This design comes from an exercise in tuning for small area and a short achievable clock period on the open sky130 flow, not from production work. In this exercise RTL edits were held to simulation tests only and were not proved equivalent to the original. No activity file was given, so power comes from the tool's default toggle rates.

==> v4: inputs <==
==> flow/design.v (excerpt) <==
module conv_top (
  input  logic               clk,
  input  logic               rstn,
  input  logic               valid_in,
  input  logic [7:0]         px_in,
  input  logic               kernel_wr,
  input  logic [3:0]         kernel_addr,
  input  logic signed [15:0] kernel_data,
  output logic               valid_out,
  output logic [7:0]         px_out
);
export LEC_CHECK = 0
export ABC_CLOCK_PERIOD_IN_PS = 2500
export CAP_MARGIN = 20
export CORE_MARGIN = 2
export CORE_UTILIZATION = 45
export CTS_CLUSTER_DIAMETER = 110
export CTS_CLUSTER_SIZE = 20
export PLACE_DENSITY = 0.65
export SLEW_MARGIN = 20
export SYNTH_HIERARCHICAL = 1
export SYNTH_MINIMUM_KEEP_SIZE = 0
create_clock -name core_clock -period 8.0 [get_ports {clk}]
standard.sh (not shown) runs the stock make flow with config.mk's settings and CLKGATE_MAP_FILE= SYNTH_SCRIPT=/design/flow/synth_recipe.tcl, a recipe that flattens the netlist after the stock synthesis.
==> flow/flow/run.sh <==
#!/bin/bash
# The standard layout, with two changes to how it is optimised:
#  - the port buffers that buffer_ports inserts are plain buffers
#    (sky130_fd_sc_hd__buf_4) instead of the default delay buffers;
#  - ORFS's timing repair aims for a setup slack of 5.25 ns at the design's
#    clock period (SETUP_SLACK_MARGIN), so that it keeps improving paths
#    the global-route estimate already sees as meeting 3 ns.
# The clock period and constraints are the design's.  The full output of
# the run goes to standard.log in this folder; ORFS also keeps its per-step
# logs under orfs/logs.
set -euo pipefail
export BUFFER_PORTS_ARGS="-buffer_cell sky130_fd_sc_hd__buf_4"
export SETUP_SLACK_MARGIN=5.25
bash standard.sh > standard.log 2>&1
==> v36: changes against v4 <==
--- a/flow/flow/run.sh
+++ b/flow/flow/run.sh
@@ -4,3 +4,3 @@
 #    (sky130_fd_sc_hd__buf_4) instead of the default delay buffers;
-#  - ORFS's timing repair aims for a setup slack of 5.25 ns at the design's
+#  - ORFS's timing repair aims for a setup slack of 5.45 ns at the design's
 #    clock period (SETUP_SLACK_MARGIN), so that it keeps improving paths
@@ -12,3 +12,3 @@
 export BUFFER_PORTS_ARGS="-buffer_cell sky130_fd_sc_hd__buf_4"
-export SETUP_SLACK_MARGIN=5.25
+export SETUP_SLACK_MARGIN=5.45
 bash standard.sh > standard.log 2>&1
==> notes <==
- v4 completed without violations. v36 completed with no timing, DRC or antenna violations.
- Against v4, the global-route usage of v36 is higher by 0.41 points.
- Synthesized cell count is the same in v36 and v4.
- Of v36 and v4, v36 has the higher non-clock buffer count (gap 160).
- In die area, v36 and v4 do not differ.
- Maximum frequency: v36 is higher than v4 (about 1.1%).
- Critical path depth is the same in v36 and v4.
- Routed wire length: v4 is smaller than v36 (2.0%).
- Worst setup slack: v4 is worse than v36 (0.030 ns).
==> figures <==
Clock Latency Late Sink: v36 0.78 ns; v4 0.80 ns
End of the worst register-to-register path: v36 mac.r3317; v4 mac.r3230
Transition time at the pin with the least slew margin: v36 1.21 ns; v4 1.22 ns
Synth-to-Final Area Change: v36 14.4%; v4 10.0%
Sequential Area: v36 0.0468 mm2; v4 0.0466 mm2
Number of filler instances in the final layout: v36 13,800; v4 14,100
Count of cells along the worst register-to-register path: v36 6; v4 5
CP arrival: v36 1.19 ns; v4 1.22 ns
Non-clock buffer total of the final layout: v36 388; v4 228
Wire per inst: v36 26.4 um; v4 26.4 um
Share of power burned in the clock network: v36 18.2%; v4 18.7%
Worst setup slack after placement: v36 4.79 ns; v4 4.94 ns
Initial antenna violation count: v36 10; v4 7
Time the worst path needs with I/O delays and setup: v36 2.79 ns; v4 2.82 ns
Outcome: v36 no timing/DRC/antenna violations; v4 no timing/DRC/antenna violations
Via count of the first global-routing pass: v36 44,300; v4 42,700
Clk power: v36 5.33 mW; v4 5.39 mW
Sequential fraction of total cell area: v36 54.4%; v4 56.4%


==> sierra <==
conv_top again, from the RTL that the note above started with.
clock: 8.0 ns
lec_check: 0
abc_clock_period_in_ps: 2500
cap_margin: 20
core_margin: 2
core_utilization: 45
cts_cluster_diameter: 110
cts_cluster_size: 20
place_density: 0.65
setup_slack_margin: 5
slew_margin: 20
synth_hierarchical: 1
synth_minimum_keep_size: 0
==> flow/flow/run.sh <==
#!/bin/bash
# The standard layout, with the port buffers that buffer_ports inserts made
# plain buffers (sky130_fd_sc_hd__buf_4) instead of the default delay buffers.
# The full output of the run goes to standard.log in this folder; ORFS also
# keeps its per-step logs under orfs/logs.
set -euo pipefail
export BUFFER_PORTS_ARGS="-buffer_cell sky130_fd_sc_hd__buf_4"
bash standard.sh > standard.log 2>&1
==> onyx: changes against sierra <==
==> flow/flow/run.sh (replaced) <==
#!/bin/bash
# The standard layout, with two changes to how it is optimised:
#  - the port buffers that buffer_ports inserts are plain buffers
#    (sky130_fd_sc_hd__buf_4) instead of the default delay buffers;
#  - ORFS's timing repair aims for a setup slack of 5.25 ns at the design's
#    clock period (SETUP_SLACK_MARGIN), so that it keeps improving paths
#    the global-route estimate already sees as meeting 3 ns.
# The clock period and constraints are the design's.  The full output of
# the run goes to standard.log in this folder; ORFS also keeps its per-step
# logs under orfs/logs.
set -euo pipefail
export BUFFER_PORTS_ARGS="-buffer_cell sky130_fd_sc_hd__buf_4"
export SETUP_SLACK_MARGIN=5.25
bash standard.sh > standard.log 2>&1
- CORE_UTILIZATION: 45 -> 55
- PLACE_DENSITY: 0.65 -> 0.72
- SETUP_SLACK_MARGIN: 5 -> not set
==> delta: changes against sierra <==
==> flow/flow/run.sh (replaced) <==
#!/bin/bash
# The standard layout, with two changes to how it is optimised:
#  - the port buffers that buffer_ports inserts are plain buffers
#    (sky130_fd_sc_hd__buf_4) instead of the default delay buffers;
#  - ORFS's timing repair aims for a setup slack of 5.25 ns at the design's
#    clock period (SETUP_SLACK_MARGIN), so that it keeps improving paths
#    the global-route estimate already sees as meeting 3 ns.
# The clock period and constraints are the design's.  The full output of
# the run goes to standard.log in this folder; ORFS also keeps its per-step
# logs under orfs/logs.
set -euo pipefail
export BUFFER_PORTS_ARGS="-buffer_cell sky130_fd_sc_hd__buf_4"
export SETUP_SLACK_MARGIN=5.25
bash standard.sh > standard.log 2>&1
- SETUP_SLACK_MARGIN: 5 -> not set
- TNS_END_PERCENT: not set -> 10
==> ember: changes against sierra <==
==> flow/run.sh (new file) <==
#!/bin/bash
# synth_recipe.tcl (not shown) runs the flow's synth.tcl, then flattens the netlist and writes it again
# the make line also repeats each setting of config.mk as NAME=value (left out here)
make -C /OpenROAD-flow-scripts/flow DESIGN_CONFIG=/design/flow/config.mk WORK_HOME=/design/flow/orfs CLKGATE_MAP_FILE= SYNTH_SCRIPT=/design/flow/synth_recipe.tcl finish
removed: flow/flow/run.sh
removed: flow/standard.sh
==> comparison <==
Die area is the same in delta and sierra.
Combinational power is about the same in sierra and ember.
In delta the via count is smaller than in onyx, by about 1.6%.
Register-to-register slack is about the same in ember and sierra.

-- separate check: timing with driven ports --
The flow's constraints put no driver on any port. The routed layouts listed below were extracted and timed again, unchanged, in two steps.
Step 1 assumes that a clkbuf_16 drives the clock port and a buf_2 every other input.
Step 2 also shifts input and output timing later by t, the mid clock arrival at the registers, as if the neighbouring blocks saw the same clock.
a / b / c = ideal / step 1 / step 2; a / b = the first two.
run | t (ns) | slack for setup (ns) | hold slack, ns | clock arrival spread, ns | slew at the worst register clock pin (ns)
v4 | 0.845 | 5.177 / 5.094 / 5.218 | 0.331 / 0.331 / 0.331 | 0.070 / 0.070 | 0.10 / 0.10
v36 | 0.847 | 5.208 / 5.110 / 5.274 | 0.330 / 0.330 / 0.330 | 0.072 / 0.073 | 0.10 / 0.10
sierra | 0.847 | 4.976 / 4.976 / 4.976 | 0.331 / 0.331 / 0.331 | 0.074 / 0.074 | 0.10 / 0.10
onyx | 0.816 | 5.189 / 5.112 / 5.193 | 0.330 / 0.330 / 0.330 | 0.068 / 0.068 | 0.10 / 0.10
delta | 0.840 | 5.119 / 5.103 / 5.119 | 0.330 / 0.330 / 0.330 | 0.070 / 0.070 | 0.10 / 0.10
ember | 0.835 | 4.964 / 4.964 / 4.964 | 0.325 / 0.325 / 0.325 | 0.072 / 0.072 | 0.10 / 0.10
After both steps setup and hold are still met in every run listed.
